Background: an optimization exercise with open tools, aiming at small area. Do not read the settings as production practice. At most, simulation tests tie the RTL to the original design; equivalence was not proved. The RTL of runs 1 to 3 was laid out without a check of its function. Power is estimated from default activity; no workload was simulated.

==> flow/design.v <==
module reset_synch(rst_n, RST_n, clk);
   input RST_n, clk;  
   output reg rst_n; 
   reg q;
   always @(negedge clk, negedge RST_n)begin
          if(!RST_n)begin
            q<=0;
            rst_n<=0;
          end  
          else begin
            q<=1;
            rst_n<=q;
          end  
   end        
endmodule              
module pwm(PWM_sig, duty, cntr, rst_n, clk);
  output reg PWM_sig;
  input clk, rst_n;
  input [9:0] duty;
  input [9:0] cntr;
  always @(posedge clk, negedge rst_n)
    if (!rst_n) PWM_sig <= 1'b0;
    else if (cntr == duty) PWM_sig <= 1'b0;
    else if (&cntr) PWM_sig <= 1'b1;
endmodule
module pwm_cntr(cntr, rst_n, clk);
  output reg [9:0] cntr;
  input clk, rst_n;
  always @(posedge clk, negedge rst_n)
    if (!rst_n) cntr <= 10'h3ff;
    else cntr <= cntr + 1'b1;
endmodule
module motor_cntrl(clk, rst_n, rht, lft, pwm_cnt, fwd_rht, fwd_lft, rev_rht, rev_lft);
input clk, rst_n;
input [10:0] rht, lft;
output [9:0] pwm_cnt;
output logic fwd_rht, fwd_lft, rev_rht, rev_lft;
logic [9:0] in_right, in_left;
logic out_right, out_left;
pwm_cntr iCNT(.cntr(pwm_cnt), .rst_n(rst_n), .clk(clk));
pwm left_pwm(.PWM_sig(out_right), .duty(in_right), .cntr(pwm_cnt), .rst_n(rst_n), .clk(clk));
pwm right_pwm(.PWM_sig(out_left), .duty(in_left), .cntr(pwm_cnt), .rst_n(rst_n), .clk(clk));
assign in_right = rht[9:0];
assign in_left  = lft[9:0];
wire lz = ~|lft;
wire rz = ~|rht;
assign fwd_lft = lz | (~lft[10] & out_left);
assign rev_lft = lz | ( lft[10] & out_left);
assign fwd_rht = rz | (~rht[10] & out_right);
assign rev_rht = rz | ( rht[10] & out_right);
endmodule
module barcode(ID_vld, ID, BC, clr_ID_vld, clk, rst_n);
input logic BC, clr_ID_vld, clk, rst_n;
output logic [7:0] ID;
output logic ID_vld;
localparam IDLE = 3'd0, GTI = 3'd1, WS = 3'd2, SMPL = 3'd3, WH = 3'd4;
logic [2:0] state;
logic BC_filtered, BC_FF0, BC_FF1, BC_FF2, BC_FF3;
logic [21:0] timing_cnt, smpl_cnt;
logic [3:0] bit_cnt;
always @(posedge clk, negedge rst_n)
	if (!rst_n) {BC_FF0, BC_FF1, BC_FF2, BC_FF3} <= 4'hf;
	else {BC_FF0, BC_FF1, BC_FF2, BC_FF3} <= {BC, BC_FF0, BC_FF1, BC_FF2};
always @(posedge clk, negedge rst_n)
	if (!rst_n)
		BC_filtered <= 1'b1;
	else if (BC_FF1 & BC_FF2 & BC_FF3)
		BC_filtered <= 1'b1;
	else if (~(BC_FF1 | BC_FF2 | BC_FF3))
		BC_filtered <= 1'b0;
wire s_idle = (state == IDLE);
wire s_gti  = (state == GTI);
wire s_ws   = (state == WS);
wire s_smpl = (state == SMPL);
wire s_wh   = state[2];
wire smpl_z = ~|smpl_cnt[20:0];
wire [21:0] smpl_nxt = {smpl_cnt[20:0], smpl_cnt[21] ^ smpl_cnt[20] ^ smpl_z};
wire match = (smpl_cnt == timing_cnt);
wire shift = s_smpl & match;
wire tmo   = smpl_cnt[21] & smpl_z;
always @(posedge clk)
	if (s_gti & BC_filtered) timing_cnt <= smpl_cnt;
always @(posedge clk)
	if (s_idle | (s_gti & BC_filtered) | (s_ws & ~BC_filtered)) smpl_cnt <= 22'h0;
	else smpl_cnt <= smpl_nxt;
always @(posedge clk)
	if (s_idle | s_gti) bit_cnt <= 4'h0;
	else if (shift) bit_cnt <= bit_cnt + 1'b1;
always @(posedge clk, negedge rst_n)
	if (!rst_n)
		state <= IDLE;
	else case (state)
		IDLE: if (~BC_filtered) state <= GTI;
		GTI:  if (BC_filtered) state <= WS;
		WS:   if (bit_cnt[3] | tmo) state <= IDLE;
		      else if (~BC_filtered) state <= SMPL;
		SMPL: if (match) state <= WH;
		default: if (BC_filtered) state <= WS;
	endcase
always @(posedge clk, negedge rst_n)
	if (!rst_n)
		ID <= 8'hFF;
	else if (clr_ID_vld)
		ID <= 8'hFF;
	else if (shift)
		ID <= {ID[6:0], BC_filtered};
always @(posedge clk, negedge rst_n)
	if (!rst_n)
		ID_vld <= 1'b0;
	else if (clr_ID_vld)
		ID_vld <= 1'b0;
	else if (~|ID[7:6])
		ID_vld <= 1'b1;
endmodule
module uart_rcv(rx_rdy, rx_data, clk, rst_n, RX);
	output reg [7:0] rx_data;
	output reg rx_rdy;
	input clk, rst_n, RX;
	reg rx_nr, rx_rd;
	reg [11:0] baud_cnt;
	reg [3:0] bit_cnt;
	reg [1:0] state;		 
	wire idle  = ~state[0] & ~state[1];
	wire first = state[0];
	wire rest  = state[1];
	wire [11:0] baud_nxt = {baud_cnt[10:0], ~(baud_cnt[11] ^ baud_cnt[7] ^ baud_cnt[1] ^ baud_cnt[0])};
	wire half = ((baud_cnt & 12'h7bf) == 12'h7ad);
	wire full = ((baud_cnt & 12'hff7) == 12'h586);
	wire done = bit_cnt[3] & bit_cnt[1];	 
	wire shift = (first & half) | (rest & ~done & full);
	always @(posedge clk, negedge rst_n)
		if (!rst_n) begin
			rx_nr <= 1'b1;
			rx_rd <= 1'b1;
		end else begin
			rx_nr <= RX;
			rx_rd <= rx_nr;
		end
	always @(posedge clk)
		if (idle) bit_cnt <= 4'h0;
		else if (shift) bit_cnt <= bit_cnt + 1'b1;
	always @(posedge clk)
		if (idle | shift) baud_cnt <= 12'h000;
		else baud_cnt <= baud_nxt;
	always @(posedge clk)
		if (shift & ~(bit_cnt[3] & bit_cnt[0]))
			rx_data <= {rx_rd, rx_data[7:1]};
	always @(posedge clk, negedge rst_n)
		if (!rst_n) state <= 2'b00;
		else if (idle) state <= {1'b0, ~rx_rd};
		else if (first) state <= {half, ~half};
		else state <= {~done, 1'b0};
	always @(posedge clk, negedge rst_n)
		if (!rst_n) rx_rdy <= 1'b0;
		else rx_rdy <= rest & done;
endmodule
module A2D_intf(cnv_cmplt, res, a2d_SS_n, SCLK, MOSI, clk, rst_n, strt_cnv, chnnl, MISO);
output logic cnv_cmplt, a2d_SS_n, SCLK, MOSI;
output logic [11:0] res;
input logic clk, rst_n, strt_cnv, MISO;
input logic [2:0] chnnl;
logic [10:0] cnt;
logic [15:0] shft_reg;
wire idle = cnt[10] & cnt[9];
wire last = cnt[10] & ~cnt[9];
wire fin  = last & cnt[1] & cnt[0];
wire start = idle & strt_cnv;
wire shift = (cnt[4:0] == 5'd30);
assign a2d_SS_n = idle ? ~strt_cnv : fin;
assign SCLK = cnt[4];
assign MOSI = shft_reg[15];
assign res = ~shft_reg[11:0];
always @(posedge clk, negedge rst_n)
	if (!rst_n)
		cnt <= 11'h7ff;
	else if (a2d_SS_n)
		cnt <= 11'h7ff;
	else
		cnt <= cnt + 1'b1;
always @(posedge clk, negedge rst_n)
	if (!rst_n)
		shft_reg[15] <= 1'b0;
	else if (start)
		shft_reg[15] <= 1'b0;
	else if (shift)
		shft_reg[15] <= shft_reg[14];
always @(posedge clk)
	if (start)
		shft_reg[14:0] <= {1'b0, chnnl, 11'h000};
	else if (shift)
		shft_reg[14:0] <= {shft_reg[13:0], MISO};
always @(posedge clk)
	if (strt_cnv)
		cnv_cmplt <= 1'b0;
	else if (fin)
		cnv_cmplt <= 1'b1;
endmodule
module alu(sum, sat, ic, a, b, inv, cin, intgrl);
  output [15:0] sum;		 
  output [11:0] sat;		 
  output [9:0] ic;
  input [15:0] a, b;
  input inv, cin;
  input [11:0] intgrl;
  assign sum = a + (b ^ {16{inv}}) + cin;
  assign sat = (~sum[15] & |sum[14:11]) ? 12'h7ff :
               ( sum[15] & ~&sum[14:11]) ? 12'h800 : sum[11:0];
  wire [14:0] i = {{3{intgrl[11]}}, intgrl};
  wire [14:0] i7 = (i << 3) - i;
  assign ic = i7[14:5];
endmodule
module motion(addr, strt_cnv, lft, rht, IR_out_en, IR_mid_en, IR_in_en, res, cnv_cmplt, go, pwm_cnt, clk, rst_n);
output reg [10:0] lft, rht;
output [2:0] addr;
output strt_cnv, IR_out_en, IR_mid_en, IR_in_en;
input [11:0] res;
input [9:0] pwm_cnt;
input cnv_cmplt, go, clk, rst_n;
localparam IDLE = 3'd0, TW = 3'd1, CW = 3'd2, CI = 3'd3, CALC = 3'd4;
reg [2:0] state;
reg [12:0] tmr;
reg [2:0] chnnl;
reg [1:0] itg_cnt;
reg [10:0] Fwd;
reg [15:0] Accum;
reg [11:0] Intgrl;
reg [13:0] Error;
wire s_idle = (state == IDLE);
wire s_tw   = (state == TW);
wire s_cw   = (state == CW);
wire s_ci   = (state == CI);
wire s_calc = state[2];
wire ch5 = chnnl[2] & chnnl[0];
wire cnv_done = s_cw & cnv_cmplt;
wire itg = s_ci & (&itg_cnt);
wire [12:0] tmr_nxt = {tmr[11:0], ~(tmr[12] ^ tmr[10] ^ tmr[8] ^ tmr[7])};
wire tmr32   = ((tmr & 13'h285) == 13'h081);
wire tmr4096 = ((tmr & 13'hdff) == 13'h05a);
wire [7:0] tk = {tmr[6] & ~tmr[7], tmr[5] & ~tmr[6], tmr[4] & ~tmr[5], tmr[3] & ~tmr[4],
                 tmr[2] & ~tmr[3], tmr[1] & ~tmr[2], tmr[0] & ~tmr[1], ~tmr[0]};
assign strt_cnv = s_tw & (chnnl[0] ? tmr32 : tmr4096);
wire [15:0] sum;
wire [11:0] sat;
wire [9:0] ic;
wire t0 = s_calc & tk[0];
wire t1 = s_calc & tk[1];
wire tF = s_calc & (tk[4] | tk[6]);	 
wire tR = s_calc & (tk[5] | tk[7]);	 
wire t45 = s_calc & tmr[3] & ~tmr[5];	 
wire [11:0] E = Error[11:0];
wire [15:0] opA = ({16{s_cw | t1 | tR}} & Accum) |
                  ({16{s_ci}} & {{4{Intgrl[11]}}, Intgrl}) |
                  ({16{tF}} & {5'b0, Fwd}) |
                  ({16{t0}} & {{1{E[11]}}, E, 3'b000});
wire [13:0] res_sc = chnnl[2] ? {res, 2'b00} : chnnl[1] ? {1'b0, res, 1'b0} : {2'b00, res};
wire [15:0] opB = ({16{s_cw}} & {2'b00, res_sc}) |
                  ({16{s_ci}} & {{8{E[11]}}, E[11:4]}) |
                  ({16{t0}} & {{4{E[11]}}, E}) |
                  ({16{t1}} & {{10{E[11]}}, E[11:6]}) |
                  ({16{tF}} & {{2{Error[13]}}, Error}) |
                  ({16{tR}} & {{6{ic[9]}}, ic});
wire inv = (s_cw & chnnl[0]) | t0 | t1 | t45;
wire cin = (s_cw & chnnl[0]) | t0 | (t1 & ~|E[5:0]) | t45;
alu iALU(.sum(sum), .sat(sat), .ic(ic), .a(opA), .b(opB), .inv(inv), .cin(cin), .intgrl(Intgrl));
wire PWM_sig = ~pwm_cnt[7] | (~|pwm_cnt[6:4] & ~(pwm_cnt[3] & pwm_cnt[2] & (pwm_cnt[1] | pwm_cnt[0])));
always @(posedge clk, negedge rst_n)
	if (!rst_n)
		state <= IDLE;
	else case (state)
		IDLE: if (go) state <= TW;
		TW:   if (strt_cnv) state <= CW;
		CW:   if (cnv_cmplt) state <= ch5 ? CI : TW;
		CI:   state <= CALC;
		default: if (tk[7]) state <= IDLE;
	endcase
always @(posedge clk)
	if (s_idle | s_ci | (cnv_done & ~chnnl[0]))
		tmr <= 13'h0;
	else
		tmr <= tmr_nxt;
always @(posedge clk, negedge rst_n)
	if (!rst_n)
		chnnl <= 3'h0;
	else if (s_idle & go)
		chnnl <= 3'h0;
	else if (cnv_done & ~ch5)
		chnnl <= chnnl + 1'b1;
always @(posedge clk, negedge rst_n)
	if (!rst_n)
		itg_cnt <= 2'b00;
	else if (s_calc & tk[7])
		itg_cnt <= itg_cnt + 1'b1;
always @(posedge clk)
	if (~go)
		Fwd <= 11'h000;
	else if (itg & ~&Fwd[10:8])
		Fwd <= Fwd + 1'b1;
always @(posedge clk)
	if (s_idle | cnv_done | t0 | tF)
		Accum <= sum;
always @(posedge clk)
	if (cnv_done & ch5)
		Error <= {{2{sat[11]}}, sat};
	else if (t1)
		Error <= sum[14:1];
always @(posedge clk, negedge rst_n)
	if (!rst_n)
		Intgrl <= 12'h000;
	else if (itg)
		Intgrl <= sat;
wire [10:0] drv = sat[11:1];
wire [10:0] drv_sm = {drv[10], (drv[9:0] ^ {10{drv[10]}}) + drv[10]};
always @(posedge clk, negedge rst_n)
	if (!rst_n)
		rht <= 11'h000;
	else if (!go)
		rht <= 11'h000;
	else if (s_calc & tk[5])
		rht <= drv_sm;
always @(posedge clk, negedge rst_n)
	if (!rst_n)
		lft <= 11'h000;
	else if (!go)
		lft <= 11'h000;
	else if (s_calc & tk[7])
		lft <= drv_sm;
assign addr = (chnnl == 3'b000) ? 3'b001:
              (chnnl == 3'b001) ? 3'b000:
              (chnnl == 3'b010) ? 3'b100:
              (chnnl == 3'b011) ? 3'b010:
              (chnnl == 3'b100) ? 3'b011:
              3'b111;
wire IR_en = (s_idle & go) | s_tw | (s_cw & ~(chnnl[0] & cnv_cmplt));
assign IR_in_en  = IR_en & ~chnnl[2] & ~chnnl[1] & PWM_sig;
assign IR_mid_en = IR_en & ~chnnl[2] &  chnnl[1] & PWM_sig;
assign IR_out_en = IR_en &  chnnl[2] & PWM_sig;
endmodule
module cmd_intf(buzz, buzz_n, go, in_transit, clr_ID_vld, ID, ID_vld, cmd_rdy, OK2Move, cmd, clk, rst_n);
output logic go, in_transit, clr_ID_vld, buzz, buzz_n;
input [7:0] cmd, ID;
input ID_vld, cmd_rdy, OK2Move, clk, rst_n;
logic [12:0] count;
logic [5:0] dest_ID;
wire buzz_en = in_transit & ~OK2Move;
wire c6250 = &{count[12], count[11], count[6], count[5], count[3], count[1]};
wire c6249 = &{count[12], count[11], count[6], count[5], count[3], count[0]};
always @(posedge clk, negedge rst_n)
	if (!rst_n)
		count <= 13'h0000;
	else if (buzz_en)
		count <= c6250 ? 13'h0000 : count + 1'b1;
always @(posedge clk, negedge rst_n)
	if (!rst_n)
		buzz <= 1'b0;
	else
		buzz <= buzz_en & (buzz ^ c6249);
assign buzz_n = ~buzz;
wire go_cmd   = cmd_rdy & ~cmd[7] &  cmd[6];
wire stop_cmd = cmd_rdy & ~cmd[7] & ~cmd[6];
wire at_dest  = ID_vld & (ID[5:0] == dest_ID);
always @(posedge clk, negedge rst_n)
	if (!rst_n)
		in_transit <= 1'b0;
	else
		in_transit <= go_cmd | (in_transit & ~stop_cmd & ~at_dest);
always @(posedge clk)
	if (go_cmd)
		dest_ID <= cmd[5:0];
assign clr_ID_vld = in_transit & ID_vld & (~cmd_rdy | cmd[7]);
assign go = in_transit & OK2Move;
endmodule
module dig_core(clk,rst_n,cmd_rdy,cmd,lft,rht,buzz,buzz_n,
                in_transit,OK2Move,ID,clr_ID_vld,ID_vld,cnv_cmplt,strt_cnv,
                chnnl,A2D_res,IR_in_en,IR_mid_en,go,IR_out_en,led,pwm_cnt);
  input clk,rst_n;
  input cmd_rdy;
  input [7:0] cmd;
  input OK2Move;
  input [7:0] ID;
  input ID_vld;
  input cnv_cmplt;
  input [11:0] A2D_res;
  input [9:0] pwm_cnt;
  output [10:0] lft,rht;
  output buzz,buzz_n;
  output in_transit;
  output clr_ID_vld;
  output strt_cnv;
  output [2:0] chnnl;
  output IR_in_en,IR_mid_en,IR_out_en;
  output [7:0] led;
  output go;
  assign led = 8'h00;
  cmd_intf cmd_cntrl(.buzz(buzz), .buzz_n(buzz_n), .go(go), .in_transit(in_transit),
                     .clr_ID_vld(clr_ID_vld), .ID(ID), .ID_vld(ID_vld), .cmd_rdy(cmd_rdy),
                     .OK2Move(OK2Move), .cmd(cmd), .clk(clk), .rst_n(rst_n));
  motion motion_cntrl(.addr(chnnl), .strt_cnv(strt_cnv), .lft(lft), .rht(rht),
                      .IR_out_en(IR_out_en), .IR_mid_en(IR_mid_en), .IR_in_en(IR_in_en),
                      .res(A2D_res), .cnv_cmplt(cnv_cmplt), .go(go), .pwm_cnt(pwm_cnt),
                      .clk(clk), .rst_n(rst_n));
endmodule
module Follower(clk,RST_n,led,a2d_SS_n,SCLK,MISO,MOSI,rev_rht,
                rev_lft,fwd_rht,fwd_lft,IR_in_en,IR_mid_en,IR_out_en,
				in_transit,OK2Move,buzz,buzz_n,BC,RX);
  input clk,RST_n;			 
  input MISO;				 
  input BC;					 
  input OK2Move;			 
  input RX;					 
  output [7:0] led;				 
  output a2d_SS_n,SCLK,MOSI;	 
  output rev_rht,fwd_rht;		 
  output rev_lft,fwd_lft;		 
  output IR_in_en,IR_mid_en,IR_out_en;	 
  output buzz,buzz_n;			 
  output in_transit;			 
  wire [10:0] lft, rht;
  wire [7:0] cmd;
  wire [7:0] ID;
  wire [11:0] A2D_res;
  wire [2:0] chnnl;
  wire [9:0] pwm_cnt;
  wire cmd_rdy, ID_vld, clr_ID_vld;
  wire cnv_cmplt, strt_cnv, go;
  wire rst_n;
  reset_synch iRST(.clk(clk), .RST_n(RST_n), .rst_n(rst_n));
  dig_core iCORE(.clk(clk),.rst_n(rst_n),.cmd_rdy(cmd_rdy),.cmd(cmd),.led(led),
                 .lft(lft),.rht(rht),.buzz(buzz),.buzz_n(buzz_n),.in_transit(in_transit),
                 .OK2Move(OK2Move),.ID(ID),.clr_ID_vld(clr_ID_vld),.ID_vld(ID_vld),
                 .strt_cnv(strt_cnv),.cnv_cmplt(cnv_cmplt),.chnnl(chnnl),.A2D_res(A2D_res),
                 .go(go),.pwm_cnt(pwm_cnt),
                 .IR_in_en(IR_in_en),.IR_mid_en(IR_mid_en),.IR_out_en(IR_out_en));
  uart_rcv iCMD(.clk(clk),.rst_n(rst_n),.RX(RX),.rx_rdy(cmd_rdy),.rx_data(cmd));
  motor_cntrl iMTR(.clk(clk), .rst_n(rst_n), .lft(lft), .rht(rht), .pwm_cnt(pwm_cnt),
                   .fwd_lft(fwd_lft), .rev_lft(rev_lft), .fwd_rht(fwd_rht), .rev_rht(rev_rht));
  barcode iBC(.clk(clk),.rst_n(rst_n),.BC(BC),.ID_vld(ID_vld),.clr_ID_vld(clr_ID_vld),
              .ID(ID));
  A2D_intf iA2D(.clk(clk),.rst_n(rst_n),.strt_cnv(strt_cnv),.cnv_cmplt(cnv_cmplt),.chnnl(chnnl),
                .res(A2D_res),.a2d_SS_n(a2d_SS_n),.SCLK(SCLK),.MOSI(MOSI),.MISO(MISO));
endmodule
==> flow/run.sh <==
#!/bin/bash
# synth_recipe.tcl (not shown) runs the flow's synth.tcl, then flattens the netlist and writes it again
# the make line also repeats each setting of config.mk as NAME=value (left out here)
make -C /OpenROAD-flow-scripts/flow DESIGN_CONFIG=/design/flow/config.mk WORK_HOME=/design/flow/orfs CLKGATE_MAP_FILE= SYNTH_SCRIPT=/design/flow/synth_recipe.tcl finish
==> flow/config.mk <==
export PLATFORM = sky130hd
export DESIGN_NAME = Follower
export DESIGN_NICKNAME = Follower
export VERILOG_FILES = /design/flow/design.v
export SDC_FILE = /design/flow/constraint.sdc
export NUM_CORES = 4
export LEC_CHECK = 0
export CAP_MARGIN = 20
export CORE_MARGIN = 2
export CORE_UTILIZATION = 40
export SLEW_MARGIN = 20
==> flow/constraint.sdc <==
create_clock -name core_clock -period 20.0 [get_ports {clk}]
set_input_delay 4.0000 -clock core_clock [delete_from_list [all_inputs] [get_ports {clk}]]
set_output_delay 4.0000 -clock core_clock [all_outputs]
set_load 0.01 [all_outputs]
==> results by group, run 1 <==
Critical path
  – Worst-path fanout max: 2
  – Worst-path cell chain: clkdlybuf4s50_1
  – Required time at the endpoint of the critical path: roughly 11,000 ps
  – Delay of the slowest critical-path stage: 490 ps
  – Number of buffers and inverters on the critical path: 1
  – CP arrival: 4490 ps
  – Cell type group with the largest total delay on the critical path: buffers and inverters
  – Critical Path Slowest Stage Cell: sky130_fd_sc_hd__clkdlybuf4s50_1
  – Worst setup EP type: async pin
  – Critical Path Start Type: input port
  – Category of the most critical setup path: in -> async

Finish
  – Registers with the highest flip-flop counts: iBC.smpl_cnt x22, iBC.timing_cnt x22
  – Net count reported at finish: about 1,400
  – Most common cell after layout, fill and taps aside: sky130_fd_sc_hd__nand2_1
  – Finished Layout Cells: 1,820
  – Most used cells in the layout excluding fill and tap cells: sky130_fd_sc_hd__nand2_1 (178), sky130_fd_sc_hd__nor2_1 (104), sky130_fd_sc_hd__o21ai_0 (82)
  – Syn-to-layout area delta: 12.27%
  – # diodes: 0
  – Share of layout cells above drive strength 1: a little under a tenth

Drt
  – Top sig layer: met4
  – DR iter-0 viols: 744
  – Total via count in the routed design: a little under 10,000
  – Detailed Routing Iterations Pass 1: 9
  – Sum of met3 wire segment lengths after detailed routing: between 1500 and 2000 um
  – Post-detailed-routing wire length: 29,430 um
  – Sum of met2 wire segment lengths after detailed routing: 13,640 um
  – Residual antenna-violating net count after detailed routing: 0
  – Met1 routed wirelength after detailed routing: 13,530 um
  – Per-cell routed wire length: 16.17 um
  – Count of unresolved DRC violations after routing: 0
  – Vias per cell: 5.351

Synth
  – Synth top area share: 15.78%
  – Top cells by area, synth: sky130_fd_sc_hd__edfxtp_1 (16%), sky130_fd_sc_hd__dfrtp_1 (13%), sky130_fd_sc_hd__dfxtp_1 (12%)
  – Mapped Avg Cell Area: ~9.7 um^2
  – Synthesized instance count: 1,358
  – Synth warn: 8
  – Sequential fraction of the synthesis area: 48.18%
  – Async S/R FF share, synth: 41.50%
  – Synth unique cells: 88
  – Area leader, netlist: sky130_fd_sc_hd__edfxtp_1
  – Primary flip-flop cell chosen by synthesis mapping: sky130_fd_sc_hd__dfxtp_1
  – Number of enable flip-flop cells after synthesis: 69
  – Total standard cell area after synthesis: around 13,000 um^2
  – Total of flip-flops plus latches after synthesis: approximately 250

Pwr
  – Leakage dissipation: 5.988 nW
  – Worst vdd rail ir drop: between 70 and 80 uV
  – Power per standard cell area: 82.43 nW/um^2

Timing
  – Slew at the pin closest to its max-slew limit: around 1000 ps
  – Slew Limit Fails: 0
  – Worst Setup Slack, final: 6354 ps
  – Slew HR: 30.90%
  – Final count of negative-setup-slack endpoints: 0
  – Final hold violation count: 0
  – Worst clock skew: 28.02 ps
  – Sum Neg Setup Slack: 0 ps
  – RSZ-0062 raised after global routing: no

Floorplanning
  – Core region area: 32,450 um^2
  – Die Y: roughly 190 um
  – Die Wd: roughly 190 um
  – Number of I/O pins: 27
  – Standard-cell rows: 66
  – Initial Utilization: 40.46%
  – Total die area: 34,290 um^2

Clocking
  – Number of sinks driven by the clock tree: between 200 and 300
  – Cells resized by post-CTS repair: 0
  – Total of hold buffers inserted after clock tree synthesis: 0
  – Number of CTS-inserted buffers: 28
  – # H-tree levels: 1
  – Clock Root Buffer: sky130_fd_sc_hd__clkbuf_16
  – Clock insertion delay at the later pin of the skew report: 560 ps
  – Clock transition at path regs: 40 ps
  – Clock buffer depth: 3
  – Post-CTS Setup Repair Bufs: 0
  – CTS tree: done

Placement
  – Post-placement cell count: 1,768
  – Hpwl dp: 20,820 um
  – Weighted congestion at the end of routability-driven global placement: approximately 0.86
  – Number of buffer cells added on primary ports: 18
  – Setup Slack @ Placement: around 5800 ps

GRT
  – Initial antenna violation count: 0
  – GR Overflow Total: 0
  – Total Routing Usage GR: 17.49%
  – First-pass GRT wire length: 48,720 um
  – Largest net degree at the start of global routing: 72
  – Number of global-route vias before repair: 9,375

Hold path
  – Class of the tightest hold or removal check: reg -> reg

Run status
  – Status: no timing/DRC/antenna violations

Job
  – Max-cap violations: 0
==> worst reg2reg max path: stages (launching register included) <==
cell	delay (ps)
sky130_fd_sc_hd__dfrtn_1	380
sky130_fd_sc_hd__buf_4	360
sky130_fd_sc_hd__buf_4	800
==> cell families (layout without fill, tap and decap cells) <==
logic type | after synthesis | count (layout) | share of synthesized area [%]
DFF | 253 | 253 | 48.18
AOI/OAI and AO/OA | 287 | 287 | 14.47
muxes | 31 | 31 | 2.449
adders and majority gates | 43 | 43 | 4.212
and+or+nand+nor | 505 | 505 | 18.57
xor gates and xnor gates | 128 | 128 | 8.652
buffers and inverters | 109 | 122 | 3.411
other | 2 | 9 | 0.05720
==> final cells by class <==
| type | instances | area, um^2 |
|---|---|---|
| clock buffer | 35 | 812.0 |
| clock inverter | 17 | 225.2 |
| fill | 3100 | 17710 |
| inverter | 40 | 151.4 |
| multi-input combinational | 1003 | 6404 |
| sequential | 253 | 6326 |
| tap | 442 | 553.0 |
| timing repair buffer | 30 | 270.3 |
==> final timing paths <==
path | from | to | slack [ps] | cells past startpoint
setup / recovery | RST_n | iRST.rst_n | 6350 | 1
hold / removal | iRST.q | iRST.rst_n | 300 | 0
setup reg to reg | iRST.rst_n | iCORE.motion_cntrl.lft[1] | 8350 | 2
hold reg to reg | iRST.q | iRST.rst_n | 300 | 0
max in group core_clock | OK2Move | IR_mid_en | 9840 | 7
min in group asynchronous | iRST.rst_n | iCORE.cmd_cntrl.count[8] | 10310 | 1
==> per-stage QoR <==
stage          area [um^2]  total power [W]  util [%]  hold WS (ps)
2_1_floorplan        13160        0.0006460         -         291.7
3_3_place_gp         13690        0.0006642     42.19         305.5
3_5_place_dp         13690        0.0006661     42.19         307.4
4_1_cts              14730         0.001231     45.39         307.3
5_1_grt              14740         0.001265     45.42         326.9
6_report             14740         0.001215     45.42         304.2
==> cells in the mapped netlist (4+ instances only) <==
| cell type | n |
|---|---|
| sky130_fd_sc_hd__a211oi_1 | 17 |
| sky130_fd_sc_hd__a21o_1 | 11 |
| sky130_fd_sc_hd__a21oi_1 | 66 |
| sky130_fd_sc_hd__a221oi_1 | 6 |
| sky130_fd_sc_hd__a222oi_1 | 16 |
| sky130_fd_sc_hd__a31oi_1 | 10 |
| sky130_fd_sc_hd__and2_1 | 22 |
| sky130_fd_sc_hd__and3_1 | 12 |
| sky130_fd_sc_hd__buf_4 | 9 |
| sky130_fd_sc_hd__clkbuf_1 | 55 |
| sky130_fd_sc_hd__dfrtp_1 | 67 |
| sky130_fd_sc_hd__dfstp_2 | 36 |
| sky130_fd_sc_hd__dfxtp_1 | 79 |
| sky130_fd_sc_hd__edfxtp_1 | 69 |
| sky130_fd_sc_hd__ha_1 | 41 |
| sky130_fd_sc_hd__inv_1 | 38 |
| sky130_fd_sc_hd__mux2i_1 | 26 |
| sky130_fd_sc_hd__nand2_1 | 178 |
| sky130_fd_sc_hd__nand2b_1 | 8 |
| sky130_fd_sc_hd__nand3_1 | 40 |
| sky130_fd_sc_hd__nand4_1 | 26 |
| sky130_fd_sc_hd__nor2_1 | 104 |
| sky130_fd_sc_hd__nor2b_1 | 40 |
| sky130_fd_sc_hd__nor3_1 | 22 |
| sky130_fd_sc_hd__nor4_1 | 18 |
| sky130_fd_sc_hd__o211ai_1 | 13 |
| sky130_fd_sc_hd__o21a_1 | 10 |
| sky130_fd_sc_hd__o21ai_0 | 82 |
| sky130_fd_sc_hd__o21ai_1 | 5 |
| sky130_fd_sc_hd__o22ai_1 | 4 |
| sky130_fd_sc_hd__o31ai_1 | 5 |
| sky130_fd_sc_hd__or3_1 | 10 |
| sky130_fd_sc_hd__xnor2_1 | 66 |
| sky130_fd_sc_hd__xor2_1 | 61 |
==> report_power, final <==
group / switching (W) / leakage (nW) / internal, W
Combinational: 0.0000399 / 2.82 / 0.0000320
Sequential: 0.0000208 / 2.66 / 0.000563
Clock: 0.000217 / 0.503 / 0.000343
==> per-layer routing <==
metal	global-route usage, %	up-vias
met3	2.595	44
li1	-	4804
met5	0	-
met4	4.667	0
met2	28.51	227
met1	24.28	4664
==> inputs of run 2 (changes only) <==
--- a/flow/design.v
+++ b/flow/design.v
@@ -27,7 +27,9 @@
   output reg [9:0] cntr;
   input clk, rst_n;
+  wire [9:0] nxt;
+  inc #(10) iINC(.s(nxt), .a(cntr), .ci(1'b1));
   always @(posedge clk, negedge rst_n)
     if (!rst_n) cntr <= 10'h3ff;
-    else cntr <= cntr + 1'b1;
+    else cntr <= nxt;
 endmodule
 module motor_cntrl(clk, rst_n, rht, lft, pwm_cnt, fwd_rht, fwd_lft, rev_rht, rev_lft);
@@ -84,7 +86,9 @@
 	if (s_idle | (s_gti & BC_filtered) | (s_ws & ~BC_filtered)) smpl_cnt <= 22'h0;
 	else smpl_cnt <= smpl_nxt;
+wire [3:0] bit_inc;
+inc #(4) iINC(.s(bit_inc), .a(bit_cnt), .ci(shift));
 always @(posedge clk)
 	if (s_idle | s_gti) bit_cnt <= 4'h0;
-	else if (shift) bit_cnt <= bit_cnt + 1'b1;
+	else bit_cnt <= bit_inc;
 always @(posedge clk, negedge rst_n)
 	if (!rst_n)
@@ -137,7 +141,9 @@
 			rx_rd <= rx_nr;
 		end
+	wire [3:0] bit_inc;
+	inc #(4) iINC(.s(bit_inc), .a(bit_cnt), .ci(shift));
 	always @(posedge clk)
 		if (idle) bit_cnt <= 4'h0;
-		else if (shift) bit_cnt <= bit_cnt + 1'b1;
+		else bit_cnt <= bit_inc;
 	always @(posedge clk)
 		if (idle | shift) baud_cnt <= 12'h000;
@@ -167,4 +173,6 @@
 wire start = idle & strt_cnv;
 wire shift = (cnt[4:0] == 5'd30);
+wire [10:0] cnt_inc;
+inc #(11) iINC(.s(cnt_inc), .a(cnt), .ci(1'b1));
 assign a2d_SS_n = idle ? ~strt_cnv : fin;
 assign SCLK = cnt[4];
@@ -177,5 +185,5 @@
 		cnt <= 11'h7ff;
 	else
-		cnt <= cnt + 1'b1;
+		cnt <= cnt_inc;
 always @(posedge clk, negedge rst_n)
 	if (!rst_n)
@@ -203,11 +211,35 @@
   input inv, cin;
   input [11:0] intgrl;
-  assign sum = a + (b ^ {16{inv}}) + cin;
+  rca #(16) iADD(.s(sum), .a(a), .b(b ^ {16{inv}}), .ci(cin));
   assign sat = (~sum[15] & |sum[14:11]) ? 12'h7ff :
                ( sum[15] & ~&sum[14:11]) ? 12'h800 : sum[11:0];
-  wire [14:0] i = {{3{intgrl[11]}}, intgrl};
-  wire [14:0] i7 = (i << 3) - i;
+  wire [14:0] i7;
+  rca #(15) iIC(.s(i7), .a({intgrl, 3'b000}), .b(~{{3{intgrl[11]}}, intgrl}), .ci(1'b1));
   assign ic = i7[14:5];
 endmodule
+module rca #(parameter W = 16) (s, a, b, ci);
+  output [W-1:0] s;
+  input [W-1:0] a, b;
+  input ci;
+  wire [W:0] c;
+  assign c[0] = ci;
+  genvar k;
+  generate for (k = 0; k < W; k = k + 1) begin : fa
+    assign s[k] = a[k] ^ b[k] ^ c[k];
+    assign c[k+1] = (a[k] & b[k]) | (c[k] & (a[k] ^ b[k]));
+  end endgenerate
+endmodule
+module inc #(parameter W = 8) (s, a, ci);
+  output [W-1:0] s;
+  input [W-1:0] a;
+  input ci;
+  wire [W:0] c;
+  assign c[0] = ci;
+  genvar k;
+  generate for (k = 0; k < W; k = k + 1) begin : ha
+    assign s[k] = a[k] ^ c[k];
+    assign c[k+1] = a[k] & c[k];
+  end endgenerate
+endmodule
 module motion(addr, strt_cnv, lft, rht, IR_out_en, IR_mid_en, IR_in_en, res, cnv_cmplt, go, pwm_cnt, clk, rst_n);
 output reg [10:0] lft, rht;
@@ -291,9 +323,11 @@
 	else if (s_calc & tk[7])
 		itg_cnt <= itg_cnt + 1'b1;
+wire [10:0] Fwd_inc;
+inc #(11) iFWD(.s(Fwd_inc), .a(Fwd), .ci(itg & ~&Fwd[10:8]));
 always @(posedge clk)
 	if (~go)
 		Fwd <= 11'h000;
-	else if (itg & ~&Fwd[10:8])
-		Fwd <= Fwd + 1'b1;
+	else
+		Fwd <= Fwd_inc;
 always @(posedge clk)
 	if (s_idle | cnv_done | t0 | tF)
@@ -310,5 +344,7 @@
 		Intgrl <= sat;
 wire [10:0] drv = sat[11:1];
-wire [10:0] drv_sm = {drv[10], (drv[9:0] ^ {10{drv[10]}}) + drv[10]};
+wire [9:0] drv_mag;
+inc #(10) iMAG(.s(drv_mag), .a(drv[9:0] ^ {10{drv[10]}}), .ci(drv[10]));
+wire [10:0] drv_sm = {drv[10], drv_mag};
 always @(posedge clk, negedge rst_n)
 	if (!rst_n)
@@ -345,9 +381,13 @@
 wire c6250 = &{count[12], count[11], count[6], count[5], count[3], count[1]};
 wire c6249 = &{count[12], count[11], count[6], count[5], count[3], count[0]};
+wire [12:0] count_inc;
+inc #(13) iINC(.s(count_inc), .a(count), .ci(buzz_en));
 always @(posedge clk, negedge rst_n)
 	if (!rst_n)
 		count <= 13'h0000;
-	else if (buzz_en)
-		count <= c6250 ? 13'h0000 : count + 1'b1;
+	else if (buzz_en & c6250)
+		count <= 13'h0000;
+	else
+		count <= count_inc;
 always @(posedge clk, negedge rst_n)
 	if (!rst_n)
--- a/flow/config.mk
+++ b/flow/config.mk
@@ -9,3 +9,5 @@
 export CORE_MARGIN = 2
 export CORE_UTILIZATION = 40
+export CTS_CLUSTER_DIAMETER = 100
+export CTS_CLUSTER_SIZE = 20
 export SLEW_MARGIN = 20
==> run 2 against run 1 <==
  * Still clean on timing, DRC and antenna
  * Cell count shrank 16%
  * Critical path depth is the same
  * Combinational power grew 2%
  * Flip-flop and latch count is the same
  * Largest cell class is now registers
==> results by group, run 2 <==
Pwr
  – Power per standard cell area: ~75 nW/um^2
  – Worst vdd rail ir drop: 62.84 uV
  – Leakage dissipation: 5.584 nW

Synth
  – Area fraction in compound gates after synthesis: approximately 11%
  – Cell with the most instances after synthesis: sky130_fd_sc_hd__nand2_1
  – Area leader, netlist: sky130_fd_sc_hd__edfxtp_1
  – Synth top area share: 16.94%
  – Number of enable flip-flop cells after synthesis: 69
  – Synth unique cells: 65
  – Total standard cell area after synthesis: 12,230 um^2
  – Synth warn: 8
  – Synthesized instance count: 1,124
  – Most instantiated cells after synthesis: sky130_fd_sc_hd__nand2_1 (136), sky130_fd_sc_hd__dfxtp_1 (79), sky130_fd_sc_hd__edfxtp_1 (69), sky130_fd_sc_hd__dfrtp_1 (67), sky130_fd_sc_hd__ha_1 (63)
  – Main combinational cell family by area after synthesis: simple AND/OR/NAND/NOR gates
  – Total of flip-flops plus latches after synthesis: 253
  – Adder-Cell Fraction of Synth Area: 10.37%
  – Top cells by area, synth: sky130_fd_sc_hd__edfxtp_1 (17%), sky130_fd_sc_hd__dfrtp_1 (14%), sky130_fd_sc_hd__dfxtp_1 (13%)
  – Sequential fraction of the synthesis area: 51.73%
  – Mapped Avg Cell Area: 10.88 um^2
  – Async S/R FF share, synth: 41.50%
  – Multiplexer fraction of the synthesized cell area: 1.473%
  – Area fraction in and, or, nand and nor cells after synthesis: around 16%
  – Xor and xnor area share after synthesis: 5.781%
  – Primary flip-flop cell chosen by synthesis mapping: sky130_fd_sc_hd__dfxtp_1

Floorplanning
  – Initial Utilization: about two fifths
  – Die Wd: 178.9 um
  – Total die area: 31,990 um^2
  – Core region area: 30,350 um^2
  – Number of I/O pins: 27
  – Standard-cell rows: 64
  – Die Y: 178.9 um

Timing
  – Final count of negative-setup-slack endpoints: 0
  – Final hold violation count: 0
  – Slew HR: 29.29%
  – Slew at the pin closest to its max-slew limit: 1061 ps
  – Sum Neg Setup Slack: 0 ps
  – Worst clock skew: about 26 ps
  – RSZ-0062 raised after global routing: no
  – Slew Limit Fails: 0
  – Worst Setup Slack, final: 6306 ps

Drt
  – Total via count in the routed design: 8,124
  – DR iter-0 viols: 765
  – Post-detailed-routing wire length: roughly 26,000 um
  – Count of unresolved DRC violations after routing: 0
  – Residual antenna-violating net count after detailed routing: 0
  – Vias per cell: 5.331
  – Detailed Routing Iterations Pass 1: 6
  – Per-cell routed wire length: 16.75 um

Critical path
  – Critical Path Start Type: input port
  – Required time at the endpoint of the critical path: 10,800 ps
  – Number of buffers and inverters on the critical path: 1
  – Worst-path fanout max: 2
  – CP arrival: 4490 ps
  – Worst Setup SP: RST_n
  – Critical Path Slowest Stage Cell: sky130_fd_sc_hd__clkdlybuf4s50_1
  – Worst-path cell chain: clkdlybuf4s50_1
  – Launch instance of the worst register-to-register path: iCORE.motion_cntrl.Intgrl[3]
  – Delay of the slowest critical-path stage: 490 ps
  – Cell type group with the largest total delay on the critical path: buffers and inverters
  – Worst setup EP type: async pin
  – Category of the most critical setup path: in -> async

GRT
  – Number of global-route vias before repair: ~7,700
  – Total Routing Usage GR: 16.27%
  – Initial antenna violation count: 0
  – Largest net degree at the start of global routing: 59
  – GR Overflow Total: 0
  – First-pass GRT wire length: around 42,000 um

Clocking
  – # H-tree levels: 1
  – Cells resized by post-CTS repair: 0
  – Clock insertion delay at the later pin of the skew report: about 500 ps
  – Clock Root Buffer: sky130_fd_sc_hd__clkbuf_16
  – Total of hold buffers inserted after clock tree synthesis: 0
  – CTS tree: done
  – Clock transition at path regs: approximately 50 ps
  – Number of sinks driven by the clock tree: 253
  – Clock buffer depth: 3
  – Number of CTS-inserted buffers: 17
  – Post-CTS Setup Repair Bufs: 0

Placement
  – Hpwl dp: 17,690 um
  – Number of buffer cells added on primary ports: 18
  – Post-placement cell count: about 1,500
  – Setup Slack @ Placement: 5786 ps
  – Weighted congestion at the end of routability-driven global placement: 0.8591

Hold path
  – Class of the tightest hold or removal check: reg -> reg
  – Origin of the worst min-delay path: iRST.q

Finish
  – Registers with the highest flip-flop counts: iBC.smpl_cnt x22, iBC.timing_cnt x22
  – Most common cell after layout, fill and taps aside: sky130_fd_sc_hd__nand2_1
  – Finished Layout Cells: ~1,500
  – # diodes: 0
  – Area of combinational cells with multiple inputs: 5513 um^2
  – Most used cells in the layout excluding fill and tap cells: sky130_fd_sc_hd__nand2_1 (136), sky130_fd_sc_hd__dfxtp_1 (79), sky130_fd_sc_hd__edfxtp_1 (69)
  – Fill cells: 2,854
  – Share of layout cells above drive strength 1: 7.358%
  – Syn-to-layout area delta: 8.226%
  – Register cell area after layout: about 6300 um^2
  – Net count reported at finish: 1,211

Job
  – Max-cap violations: 0

Run status
  – Status: no timing/DRC/antenna violations
## run 2: power breakdown
part	switching, W	internal, W
logic	0.0000406	0.0000324
registers	0.0000219	0.000562
clock network	0.000179	0.000163
total	0.000241	0.000757
## run 2: area by class of cell
class / instances / share of cell area [%]
clock buffer: 26 / 3.469
tap: 396 / 3.744
clock inverter: 3 / 0.2742
sequential: 253 / 47.80
inverter: 38 / 1.078
multi-input combinational: 779 / 41.65
timing repair buffer: 29 / 1.985
## run 2: cells by family after synthesis
family          count (synthesis)
compound gates                208
xor+xnor                       79
fa+ha+maj                      87
buf+inv                        99
flops                         253
mux                            18
other cells                     2
simple gates                  378
## run 2: through the flow
step / utilization (%) / total power (W) / area [um^2] / hold slack (ps)
4_1_cts: 43.61 / 0.001013 / 13240 / 307.2
2_1_floorplan: - / 0.0006468 / 12260 / 291.7
6_report: 43.61 / 0.0009986 / 13240 / 307.2
5_1_grt: 43.61 / 0.001041 / 13240 / 311.9
3_3_place_gp: 41.98 / 0.0006662 / 12740 / 304.2
3_5_place_dp: 41.98 / 0.0006688 / 12740 / 307.3
## run 2: per-layer routing
layer	routed length [um]	global-route usage, %	up-vias
met5	0	0	-
met4	623	4.336	0
met3	1324	1.993	40
met2	10960	24.29	212
met1	12630	24.83	3943
li1	-	-	3929
## run 2: worst reg2reg max path: cells and delay by family (launching register included)
family	cells	cell delay, ps
buffers and inverters	2	130
AOI/OAI and AO/OA	5	860
DFF	1	410
and+or+nand+nor	6	1750
adders and majority gates	25	8230
xor gates and xnor gates	1	170
## run 2: worst paths after layout
check	end	slack, ps	cells past startpoint
max in group core_clock	iCORE.motion_cntrl.lft[9]	8370	39
worst min-delay path	iRST.rst_n	310	0
min in group asynchronous	iCORE.motion_cntrl.rht[7]	10450	1
worst max register to register	iCORE.motion_cntrl.lft[9]	8370	39
worst max-delay path	iRST.q	6310	1
worst min register to register	iRST.rst_n	310	0
==> inputs of run 3 (changes only) <==
--- a/flow/config.mk
+++ b/flow/config.mk
@@ -9,5 +9,5 @@
 export CORE_MARGIN = 2
 export CORE_UTILIZATION = 40
-export CTS_CLUSTER_DIAMETER = 100
-export CTS_CLUSTER_SIZE = 20
+export CTS_CLUSTER_DIAMETER = 60
+export CTS_CLUSTER_SIZE = 28
 export SLEW_MARGIN = 20
==> run 3 against run 2 <==
  * Total power is 16% higher
  * Largest power group unchanged
  * Combinational power hardly changed
  * Wire length is 0.24% higher
  * Die area stayed put
  * Still clean
==> results by group, run 3 <==
Finish
  – Syn-to-layout area delta: 11.39%
  – Most common cell after layout, fill and taps aside: sky130_fd_sc_hd__nand2_1
  – Most used cells in the layout excluding fill and tap cells: sky130_fd_sc_hd__nand2_1 (136), sky130_fd_sc_hd__dfxtp_1 (79), sky130_fd_sc_hd__edfxtp_1 (69)
  – Net count reported at finish: between 1,000 and 1,500
  – Share of layout cells above drive strength 1: 9.202%
  – Registers with the highest flip-flop counts: iBC.smpl_cnt x22, iBC.timing_cnt x22
  – Finished Core Util: ~45%
  – # diodes: 0

Drt
  – Count of unresolved DRC violations after routing: 0
  – Vias per cell: 5.340
  – Total via count in the routed design: about 8,200
  – Residual antenna-violating net count after detailed routing: 0
  – Detailed Routing Iterations Pass 1: 7
  – Per-cell routed wire length: roughly 17 um
  – DR iter-0 viols: ~840
  – Post-detailed-routing wire length: around 26,000 um

Critical path
  – Worst setup EP type: async pin
  – Critical Path Start Type: input port
  – Required time at the endpoint of the critical path: 10,840 ps
  – Cell type group with the largest total delay on the critical path: buffers and inverters
  – CP arrival: 4490 ps
  – Stages on the worst setup path: 1
  – Category of the most critical setup path: in -> async
  – Delay of the slowest critical-path stage: around 490 ps
  – Worst-path fanout max: 2
  – Launch instance of the worst register-to-register path: iCORE.motion_cntrl.Intgrl[3]
  – Terminus of the critical flop-to-flop path: iCORE.motion_cntrl.rht[9]
  – Worst setup slack for register-to-register paths: 8380 ps
  – Worst reg2reg path depth: 39
  – Number of buffers and inverters on the critical path: 1
  – Last element of the critical path: iRST.q
  – Worst Setup SP: RST_n
  – Worst-path cell chain: clkdlybuf4s50_1
  – Critical Path Slowest Stage Cell: sky130_fd_sc_hd__clkdlybuf4s50_1

Synth
  – Sequential fraction of the synthesis area: 51.73%
  – Area leader, netlist: sky130_fd_sc_hd__edfxtp_1
  – Number of enable flip-flop cells after synthesis: 69
  – Top cells by area, synth: sky130_fd_sc_hd__edfxtp_1 (17%), sky130_fd_sc_hd__dfrtp_1 (14%), sky130_fd_sc_hd__dfxtp_1 (13%)
  – Synth top area share: 16.94%
  – Total standard cell area after synthesis: between 10,000 and 15,000 um^2
  – Primary flip-flop cell chosen by synthesis mapping: sky130_fd_sc_hd__dfxtp_1
  – Most instantiated cells after synthesis: sky130_fd_sc_hd__nand2_1 (136), sky130_fd_sc_hd__dfxtp_1 (79), sky130_fd_sc_hd__edfxtp_1 (69), sky130_fd_sc_hd__dfrtp_1 (67), sky130_fd_sc_hd__ha_1 (63)
  – Synth warn: 8
  – Synthesized instance count: 1,124
  – Mapped Avg Cell Area: ~11 um^2
  – Total of flip-flops plus latches after synthesis: ~250
  – Async S/R FF share, synth: 41.50%
  – Synth unique cells: 65
  – Cell with the most instances after synthesis: sky130_fd_sc_hd__nand2_1

Floorplanning
  – Standard-cell rows: 64
  – Core region area: 30,350 um^2
  – Number of I/O pins: 27
  – Die Wd: 178.9 um
  – Die Y: 178.9 um
  – Initial Utilization: 40.30%
  – Total die area: 31,990 um^2

Clocking
  – # H-tree levels: 1
  – Total of hold buffers inserted after clock tree synthesis: 0
  – Clock insertion delay at the later pin of the skew report: 540 ps
  – CTS tree: done
  – Post-CTS Setup Repair Bufs: 0
  – Clock transition at path regs: 50 ps
  – Number of sinks driven by the clock tree: around 250
  – Cells resized by post-CTS repair: 0
  – Clock Root Buffer: sky130_fd_sc_hd__clkbuf_16
  – Clock buffer depth: 3
  – Number of CTS-inserted buffers: 23

GRT
  – GR Overflow Total: 0
  – Largest net degree at the start of global routing: 59
  – Number of global-route vias before repair: just under 8,000
  – Total Routing Usage GR: 16.29%
  – First-pass GRT wire length: 41,820 um
  – Initial antenna violation count: 0

Placement
  – Setup Slack @ Placement: 5786 ps
  – Number of buffer cells added on primary ports: 18
  – Hpwl dp: 17,690 um
  – Weighted congestion at the end of routability-driven global placement: 0.8591

Timing
  – RSZ-0062 raised after global routing: no
  – Worst Setup Slack, final: ~6300 ps
  – Worst clock skew: ~18 ps
  – Slew Limit Fails: 0
  – Slew at the pin closest to its max-slew limit: 1057 ps
  – Final count of negative-setup-slack endpoints: 0
  – Slew HR: roughly 30%
  – Final hold violation count: 0
  – Sum Neg Setup Slack: 0 ps

Run status
  – Status: no timing/DRC/antenna violations

Pwr
  – Power per standard cell area: ~85 nW/um^2
  – Worst vdd rail ir drop: 71.72 uV
  – Leakage dissipation: 5.765 nW

Job
  – Max-cap violations: 0

Hold path
  – Class of the tightest hold or removal check: reg -> reg
[run 3: worst reg2reg max path, delay by kind of cell, from the launching register on]
kind	cells	cell delay, ps
AO/OA/AOI/OAI	5	840
XOR/XNOR	1	170
adder cells (fa/ha/maj)	25	8220
buffers and inverters	2	130
flip-flops	1	400
AND/OR/NAND/NOR	6	1760
[run 3: how the worst min path moves through the flow]
stage | from | end | cells past startpoint
floorplan | iRST.q | iRST.rst_n | 0
global placement | iRST.q | iRST.rst_n | 0
detailed placement | iRST.q | iRST.rst_n | 0
CTS | iRST.q | iRST.rst_n | 0
global route | iRST.q | iRST.rst_n | 0
finish | iRST.q | iRST.rst_n | 0
[run 3: report_power, final]
group | switching (W) | total, W | internal (W) | leakage (nW)
Sequential | 0.0000219 | 0.000584 | 0.000562 | 2.61
Clock | 0.000230 | 0.000498 | 0.000268 | 0.419
Combinational | 0.0000407 | 0.0000731 | 0.0000324 | 2.73
Total | 0.000293 | 0.00116 | 0.000863 | 5.77
[run 3: metrics by stage]
stage | cell area, um^2 | total power (W) | hold WS, ps | instances
floorplan | 12260 | 0.0006468 | 291.7 | 1131
global placement | 12740 | 0.0006662 | 304.2 | 1495
finish | 13620 | 0.001155 | 305.6 | 1537
CTS | 13620 | 0.001172 | 307.3 | 1537
detailed placement | 12740 | 0.0006688 | 307.3 | 1495
global route | 13620 | 0.001203 | 312.1 | 1537
[run 3: cell type report]
| class | count | area (um^2) |
|---|---|---|
| clock buffer | 23 | 575.6 |
| clock inverter | 19 | 306.5 |
| fill | 2814 | 16730 |
| inverter | 38 | 142.6 |
| multi-input combinational | 779 | 5513 |
| sequential | 253 | 6326 |
| tap | 396 | 495.5 |
| timing repair buffer | 29 | 262.8 |
[run 3: kinds of logic (layout without fill, tap and decap cells)]
family	Yosys count	after routing	synth area share, %
buf+inv	99	109	3.448
other cells	2	9	0.06141
fa+ha+maj	87	87	10.37
compound gates	208	208	11.40
xor+xnor	79	79	5.781
flops	253	253	51.73
mux	18	18	1.473
simple gates	378	378	15.74
[run 3: per-layer routing]
layer / vias up / routed length [um] / global-route usage [%]
met5: - / 0 / 0
met4: 0 / 687 / 4.810
met3: 43 / 1352 / 2.226
met2: 234 / 10860 / 23.88
met1: 3973 / 12680 / 24.89
li1: 3958 / - / -
==> inputs of run 4 (changes only) <==
--- a/flow/design.v
+++ b/flow/design.v
@@ -281,14 +281,13 @@
 wire t45 = s_calc & tmr[3] & ~tmr[5];	 
 wire [11:0] E = Error[11:0];
-wire [15:0] opA = ({16{s_cw | t1 | tR}} & Accum) |
+wire [15:0] opA = ({16{s_tw | s_cw | t1 | tR}} & Accum) |
                   ({16{s_ci}} & {{4{Intgrl[11]}}, Intgrl}) |
                   ({16{tF}} & {5'b0, Fwd}) |
                   ({16{t0}} & {{1{E[11]}}, E, 3'b000});
 wire [13:0] res_sc = chnnl[2] ? {res, 2'b00} : chnnl[1] ? {1'b0, res, 1'b0} : {2'b00, res};
-wire [15:0] opB = ({16{s_cw}} & {2'b00, res_sc}) |
+wire [15:0] opB = ({16{cnv_done}} & {2'b00, res_sc}) |
                   ({16{s_ci}} & {{8{E[11]}}, E[11:4]}) |
-                  ({16{t0}} & {{4{E[11]}}, E}) |
                   ({16{t1}} & {{10{E[11]}}, E[11:6]}) |
-                  ({16{tF}} & {{2{Error[13]}}, Error}) |
+                  ({16{t0 | tF}} & {{2{Error[13]}}, Error}) |	 
                   ({16{tR}} & {{6{ic[9]}}, ic});
 wire inv = (s_cw & chnnl[0]) | t0 | t1 | t45;
@@ -331,6 +330,5 @@
 		Fwd <= Fwd_inc;
 always @(posedge clk)
-	if (s_idle | cnv_done | t0 | tF)
-		Accum <= sum;
+	Accum <= sum;
 always @(posedge clk)
 	if (cnv_done & ch5)
--- a/flow/config.mk
+++ b/flow/config.mk
@@ -6,8 +6,8 @@
 export NUM_CORES = 4
 export LEC_CHECK = 0
-export CAP_MARGIN = 20
+export CAP_MARGIN = 0
 export CORE_MARGIN = 2
 export CORE_UTILIZATION = 40
-export CTS_CLUSTER_DIAMETER = 60
-export CTS_CLUSTER_SIZE = 28
-export SLEW_MARGIN = 20
+export CTS_CLUSTER_DIAMETER = 100
+export CTS_CLUSTER_SIZE = 20
+export SLEW_MARGIN = 0
==> run 4 against run 3 <==
  * Critical path depth unchanged
  * Sequential share of layout area increased by 0.67 points
  * Die area decreased by 1.3%
  * Largest cell class unchanged
==> results by group, run 4 <==
Floorplanning
  – Die Y: 177.7 um
  – Standard-cell rows: 63
  – Core region area: 29,640 um^2
  – Initial Utilization: 40.71%
  – Number of I/O pins: 27
  – Die Wd: ~180 um
  – Total die area: 31,570 um^2

Finish
  – Syn-to-layout area delta: 8.473%
  – Finished Layout Cells: 1,502
  – # diodes: 0
  – Most common cell after layout, fill and taps aside: sky130_fd_sc_hd__nand2_1
  – Registers with the highest flip-flop counts: iBC.smpl_cnt x22, iBC.timing_cnt x22
  – Net count reported at finish: 1,195
  – Share of layout cells above drive strength 1: 7.374%
  – Most used cells in the layout excluding fill and tap cells: sky130_fd_sc_hd__nand2_1 (119), sky130_fd_sc_hd__dfxtp_1 (95), sky130_fd_sc_hd__dfrtp_1 (67)
  – Final cell area excluding filler cells: between 10,000 and 15,000 um^2

Placement
  – DP Area: 12,590 um^2
  – Weighted congestion at the end of routability-driven global placement: 0.8590
  – Hpwl dp: 17,240 um
  – Post-placement cell count: 1,474
  – Number of buffer cells added on primary ports: 18
  – Setup Slack @ Placement: 5782 ps

Critical path
  – Cell type group with the largest total delay on the critical path: buffers and inverters
  – Critical Path Slowest Stage Cell: sky130_fd_sc_hd__clkdlybuf4s50_1
  – Category of the most critical setup path: in -> async
  – Number of buffers and inverters on the critical path: 1
  – Worst setup EP type: async pin
  – Worst-path fanout max: 2
  – Worst-path cell chain: clkdlybuf4s50_1
  – Critical Path Start Type: input port
  – Delay of the slowest critical-path stage: 490 ps
  – Required time at the endpoint of the critical path: 10,800 ps
  – Worst setup slack for register-to-register paths: 8100 ps
  – CP arrival: 4490 ps

Synth
  – Synthesized instance count: 1,101
  – Top cells by area, synth: sky130_fd_sc_hd__dfxtp_1 (16%), sky130_fd_sc_hd__dfrtp_1 (14%), sky130_fd_sc_hd__edfxtp_1 (13%)
  – Total of flip-flops plus latches after synthesis: 253
  – Mapped Avg Cell Area: 10.96 um^2
  – Synth warn: 8
  – Primary flip-flop cell chosen by synthesis mapping: sky130_fd_sc_hd__dfxtp_1
  – Cell with the most instances after synthesis: sky130_fd_sc_hd__nand2_1
  – Async S/R FF share, synth: 41.50%
  – Synth top area share: 15.76%
  – Number of enable flip-flop cells after synthesis: 53
  – Synth unique cells: 68
  – Sequential fraction of the synthesis area: 51.10%
  – Area leader, netlist: sky130_fd_sc_hd__dfxtp_1
  – Total standard cell area after synthesis: 12,070 um^2
  – Most instantiated cells after synthesis: sky130_fd_sc_hd__nand2_1 (119), sky130_fd_sc_hd__dfxtp_1 (95), sky130_fd_sc_hd__dfrtp_1 (67), sky130_fd_sc_hd__ha_1 (63), sky130_fd_sc_hd__a21oi_1 (57)

Pwr
  – Relative contribution of sequential cells to total power: between 50% and 60%
  – Fraction of power spent switching nets: 23.27%
  – Power per standard cell area: 75.69 nW/um^2
  – Combinational cell fraction of total power: 7.2%
  – Switching power total: 0.0002306 W
  – Internal power: 0.0007600 W
  – Power after layout: 0.0009906 W
  – Leakage dissipation: ~5.5 nW
  – Worst vdd rail ir drop: 44.66 uV
  – Clock power share: 34.4%

GRT
  – First-pass GRT wire length: between 40,000 and 50,000 um
  – Largest net degree at the start of global routing: 67
  – Initial antenna violation count: 0
  – Number of global-route vias before repair: 7,646
  – Total Routing Usage GR: 16.04%
  – GR Overflow Total: 0

Timing
  – Slew HR: 27.46%
  – RSZ-0062 raised after global routing: no
  – Worst clock skew: between 20 and 30 ps
  – Final hold violation count: 0
  – Worst Setup Slack, final: 6308 ps
  – Sum Neg Setup Slack: 0 ps
  – Slew Limit Fails: 0
  – Slew at the pin closest to its max-slew limit: approximately 1100 ps
  – Final count of negative-setup-slack endpoints: 0

Drt
  – Residual antenna-violating net count after detailed routing: 0
  – Per-cell routed wire length: around 16 um
  – Vias per cell: around 5.2
  – DR iter-0 viols: 583
  – Total via count in the routed design: 7,827
  – Detailed Routing Iterations Pass 1: 7
  – Count of unresolved DRC violations after routing: 0
  – Post-detailed-routing wire length: 24,510 um

Clocking
  – Clock Root Buffer: sky130_fd_sc_hd__clkbuf_16
  – Clock transition at path regs: 60 ps
  – Clock insertion delay at the later pin of the skew report: roughly 500 ps
  – # H-tree levels: 1
  – CTS tree: done
  – Post-CTS Setup Repair Bufs: 0
  – Total of hold buffers inserted after clock tree synthesis: 0
  – Clock buffer depth: 3
  – Cells resized by post-CTS repair: 0
  – Number of CTS-inserted buffers: 16
  – Number of sinks driven by the clock tree: 253

Run status
  – Status: no timing/DRC/antenna violations

Hold path
  – Class of the tightest hold or removal check: reg -> reg

Job
  – Max-cap violations: 0
run 4: cell types whose count changed in the layout (fill, tap and decap cells not counted), sizes merged, moves of 8 or more:
| cell | delta |
|---|---|
| dfxtp | +16 |
| mux2i | +9 |
| nor2 | +8 |
| nand2 | -17 |
| nor3 | -11 |
| edfxtp | -16 |
run 4: power by group through the flow:
stage	Combinational (W)	Clock (W)	Sequential [W]
after floorplan	0.0000562	0	0.000585
after global placement	0.0000716	0	0.000589
after detailed placement	0.0000730	0	0.000590
after CTS	0.0000733	0.000354	0.000579
after global routing	0.0000810	0.000374	0.000583
final	0.0000710	0.000341	0.000579
run 4: cell type report:
type	instances	area, um^2
fill	2843	16550
sequential	253	6166
multi-input combinational	756	5482
clock buffer	28	498.0
tap	390	488.0
timing repair buffer	34	300.3
inverter	41	153.9
run 4: cells by family (layout without fill, tap and decap cells):
family | Yosys count | in the layout | share of synthesized area, %
flip-flops | 253 | 253 | 51.10
AO/OA/AOI/OAI | 202 | 202 | 11.29
multiplexers | 27 | 27 | 2.240
XOR/XNOR | 79 | 79 | 6.046
AND/OR/NAND/NOR | 352 | 352 | 15.02
other | 2 | 9 | 0.06224
adder cells (fa/ha/maj) | 87 | 87 | 10.52
buffers and inverters | 99 | 103 | 3.723
run 4: worst paths after layout:
kind / start / to / depth (start not counted)
min in group asynchronous: iRST.rst_n / iCMD.state[0] / 1
worst max-delay path: RST_n / iRST.q / 1
worst min register to register: iRST.q / iRST.rst_n / 0
worst max register to register: iCORE.motion_cntrl.Intgrl[3] / iCORE.motion_cntrl.lft[9] / 39
worst min-delay path: iRST.q / iRST.rst_n / 0
max in group core_clock: iCORE.motion_cntrl.Intgrl[3] / iCORE.motion_cntrl.lft[9] / 39
run 4: per-stage QoR:
stage               util, %  hold WS (ps)
global placement      42.48         303.3
global route          44.16         321.6
floorplan                 -         291.7
detailed placement    42.48         310.6
finish                44.16         305.7
CTS                   44.16         310.9
run 4: metal layers:
metal	track usage (%)	wire length (um)
met5	0	0
met4	3.586	394
met3	2.121	1211
met2	24.94	10960
met1	23.78	11950
==> inputs of run 5 (changes only) <==
--- a/flow/config.mk
+++ b/flow/config.mk
@@ -6,8 +6,9 @@
 export NUM_CORES = 4
 export LEC_CHECK = 0
-export CAP_MARGIN = 0
+export CAP_MARGIN = 20
 export CORE_MARGIN = 2
 export CORE_UTILIZATION = 40
 export CTS_CLUSTER_DIAMETER = 100
 export CTS_CLUSTER_SIZE = 20
-export SLEW_MARGIN = 0
+export GPL_TIMING_DRIVEN = 0
+export SLEW_MARGIN = 20
==> run 5 against run 4 <==
  * Clock power fell by 2%
  * Largest cell class unchanged
  * Die area did not move
  * Setup slack improved by 12 ps
  * Critical path depth did not move
==> results by group, run 5 <==
GRT
  – Number of global-route vias before repair: ~8,100
  – GR Overflow Total: 0
  – Largest net degree at the start of global routing: 23
  – Initial antenna violation count: 0
  – First-pass GRT wire length: around 42,000 um
  – Total Routing Usage GR: 16.48%

Synth
  – Primary flip-flop cell chosen by synthesis mapping: sky130_fd_sc_hd__dfxtp_1
  – Most instantiated cells after synthesis: sky130_fd_sc_hd__nand2_1 (119), sky130_fd_sc_hd__dfxtp_1 (95), sky130_fd_sc_hd__dfrtp_1 (67), sky130_fd_sc_hd__ha_1 (63), sky130_fd_sc_hd__a21oi_1 (57)
  – Async S/R FF share, synth: 41.50%
  – Number of enable flip-flop cells after synthesis: 53
  – Sequential fraction of the synthesis area: 51.10%
  – Cell with the most instances after synthesis: sky130_fd_sc_hd__nand2_1
  – Synth top area share: 15.76%
  – Total of flip-flops plus latches after synthesis: 253
  – Area leader, netlist: sky130_fd_sc_hd__dfxtp_1
  – Synth warn: 8
  – Total standard cell area after synthesis: approximately 12,000 um^2
  – Mapped Avg Cell Area: 10.96 um^2
  – Synth unique cells: 68
  – Top cells by area, synth: sky130_fd_sc_hd__dfxtp_1 (16%), sky130_fd_sc_hd__dfrtp_1 (14%), sky130_fd_sc_hd__edfxtp_1 (13%)
  – Synthesized instance count: 1,101

Pwr
  – Internal power: 0.0007523 W
  – Relative contribution of sequential cells to total power: between 50% and 60%
  – Power after layout: 0.0009865 W
  – Worst vdd rail ir drop: roughly 44 uV
  – Switching power total: 0.0002342 W
  – Fraction of power spent switching nets: about a quarter
  – Leakage dissipation: ~5.6 nW
  – Clock power share: 33.8%
  – Power per standard cell area: 73.79 nW/um^2
  – Combinational cell fraction of total power: 7.6%

Critical path
  – Worst-path cell chain: clkdlybuf4s50_1
  – Worst setup EP type: async pin
  – Cell type group with the largest total delay on the critical path: buffers and inverters
  – Worst reg2reg path depth: slightly above 40
  – Critical Path Slowest Stage Cell: sky130_fd_sc_hd__clkdlybuf4s50_1
  – Delay of the slowest critical-path stage: a little under 500 ps
  – Stages on the worst setup path: 1
  – Category of the most critical setup path: in -> async
  – Number of buffers and inverters on the critical path: 1
  – CP arrival: 4490 ps
  – Critical Path Start Type: input port
  – Required time at the endpoint of the critical path: 10,810 ps
  – Worst setup slack for register-to-register paths: approximately 8100 ps
  – Worst-path fanout max: 2

Floorplanning
  – Die Y: 177.7 um
  – Number of I/O pins: 27
  – Die Wd: 177.7 um
  – Core region area: 29,640 um^2
  – Total die area: approximately 32,000 um^2
  – Initial Utilization: 40.71%
  – Standard-cell rows: 63

Finish
  – Registers with the highest flip-flop counts: iBC.smpl_cnt x22, iBC.timing_cnt x22
  – Area of combinational cells with multiple inputs: 5477 um^2
  – # diodes: 0
  – Fill cells: 2,820
  – Final cell area excluding filler cells: 13,370 um^2
  – Finished Core Util: 45.11%
  – Share of layout cells above drive strength 1: between 7 and 8%
  – Most used cells in the layout excluding fill and tap cells: sky130_fd_sc_hd__nand2_1 (119), sky130_fd_sc_hd__dfxtp_1 (95), sky130_fd_sc_hd__dfrtp_1 (67)
  – Register cell area after layout: 6166 um^2
  – Net count reported at finish: approximately 1,200
  – Most common cell after layout, fill and taps aside: sky130_fd_sc_hd__nand2_1
  – Syn-to-layout area delta: 10.81%

Placement
  – Number of buffer cells added on primary ports: 18
  – Weighted congestion at the end of routability-driven global placement: 0.8554
  – Setup Slack @ Placement: 5783 ps
  – DP Area: 12,900 um^2
  – Hpwl dp: between 15,000 and 20,000 um

Timing
  – Final count of negative-setup-slack endpoints: 0
  – Slew HR: 33.97%
  – Final hold violation count: 0
  – Worst clock skew: ~26 ps
  – RSZ-0062 raised after global routing: no
  – Sum Neg Setup Slack: 0 ps
  – Slew Limit Fails: 0
  – Slew at the pin closest to its max-slew limit: 990.5 ps
  – Worst Setup Slack, final: 6320 ps

Drt
  – Residual antenna-violating net count after detailed routing: 0
  – Detailed Routing Iterations Pass 1: 5
  – DR iter-0 viols: 507
  – Count of unresolved DRC violations after routing: 0
  – Per-cell routed wire length: between 15 and 20 um
  – Vias per cell: 5.206
  – Total via count in the routed design: 8,080
  – Post-detailed-routing wire length: 25,390 um

Clocking
  – Number of CTS-inserted buffers: 16
  – Cells resized by post-CTS repair: 0
  – Clock insertion delay at the later pin of the skew report: 510 ps
  – Clock buffer depth: 3
  – Number of sinks driven by the clock tree: 253
  – Clock Root Buffer: sky130_fd_sc_hd__clkbuf_16
  – CTS tree: done
  – Total of hold buffers inserted after clock tree synthesis: 0
  – # H-tree levels: 1
  – Clock transition at path regs: 60 ps
  – Post-CTS Setup Repair Bufs: 0

Hold path
  – Number of cells on the worst hold path: 0
  – Class of the tightest hold or removal check: reg -> reg

Job
  – Max-cap violations: 0

Run status
  – Status: no timing/DRC/antenna violations
run 5: stage by stage:
stage,instances,hold slack (ps)
after floorplan,1108,291.7
after global placement,1516,301.4
after detailed placement,1524,306.8
after CTS,1552,307.1
after global routing,1552,320.7
final,1552,304.2
run 5: logic make-up after synthesis:
group / share of synthesized area (%)
simple gates: 15.02
buf+inv: 3.723
xor+xnor: 6.046
compound gates: 11.29
other cells: 0.06224
flops: 51.10
mux: 2.240
fa+ha+maj: 10.52
run 5: power by group through the flow:
stage | logic, W | registers, W | clock network (W)
2_1_floorplan | 0.0000562 | 0.000585 | 0
3_3_place_gp | 0.0000677 | 0.000592 | 0
3_5_place_dp | 0.0000762 | 0.000590 | 0
4_1_cts | 0.0000768 | 0.000579 | 0.000346
5_1_grt | 0.0000852 | 0.000583 | 0.000364
6_report | 0.0000747 | 0.000578 | 0.000333
run 5: final timing paths:
kind                                              start                         to
hold reg to reg                                  iRST.q                 iRST.rst_n
max in group core_clock    iCORE.motion_cntrl.Intgrl[3]  iCORE.motion_cntrl.rht[9]
hold / removal                                   iRST.q                 iRST.rst_n
setup reg to reg           iCORE.motion_cntrl.Intgrl[3]  iCORE.motion_cntrl.rht[9]
min in group asynchronous                    iRST.rst_n   iCORE.cmd_cntrl.count[7]
setup / recovery                                  RST_n                 iRST.rst_n
run 5: layout make-up:
class                           count  area share, %
Multi-Input combinational cell    756          40.96
Sequential cell                   253          46.12
Buffer                             58          2.209
Inverter                           41          1.151
Clock buffer                       27          3.463
Tap cell                          390          3.650
Timing Repair Buffer               26          2.377
Clock inverter                      1        0.06551
run 5: layer usage:
| layer | share of wire (%) | global-route usage, % | vias up |
|---|---|---|---|
| met5 | 0 | 0 | - |
| met4 | 1.5 | 4.030 | 0 |
| met3 | 4.2 | 2.335 | 29 |
| met2 | 45 | 25.66 | 157 |
| met1 | 49 | 24.17 | 3944 |
| li1 | - | - | 3950 |
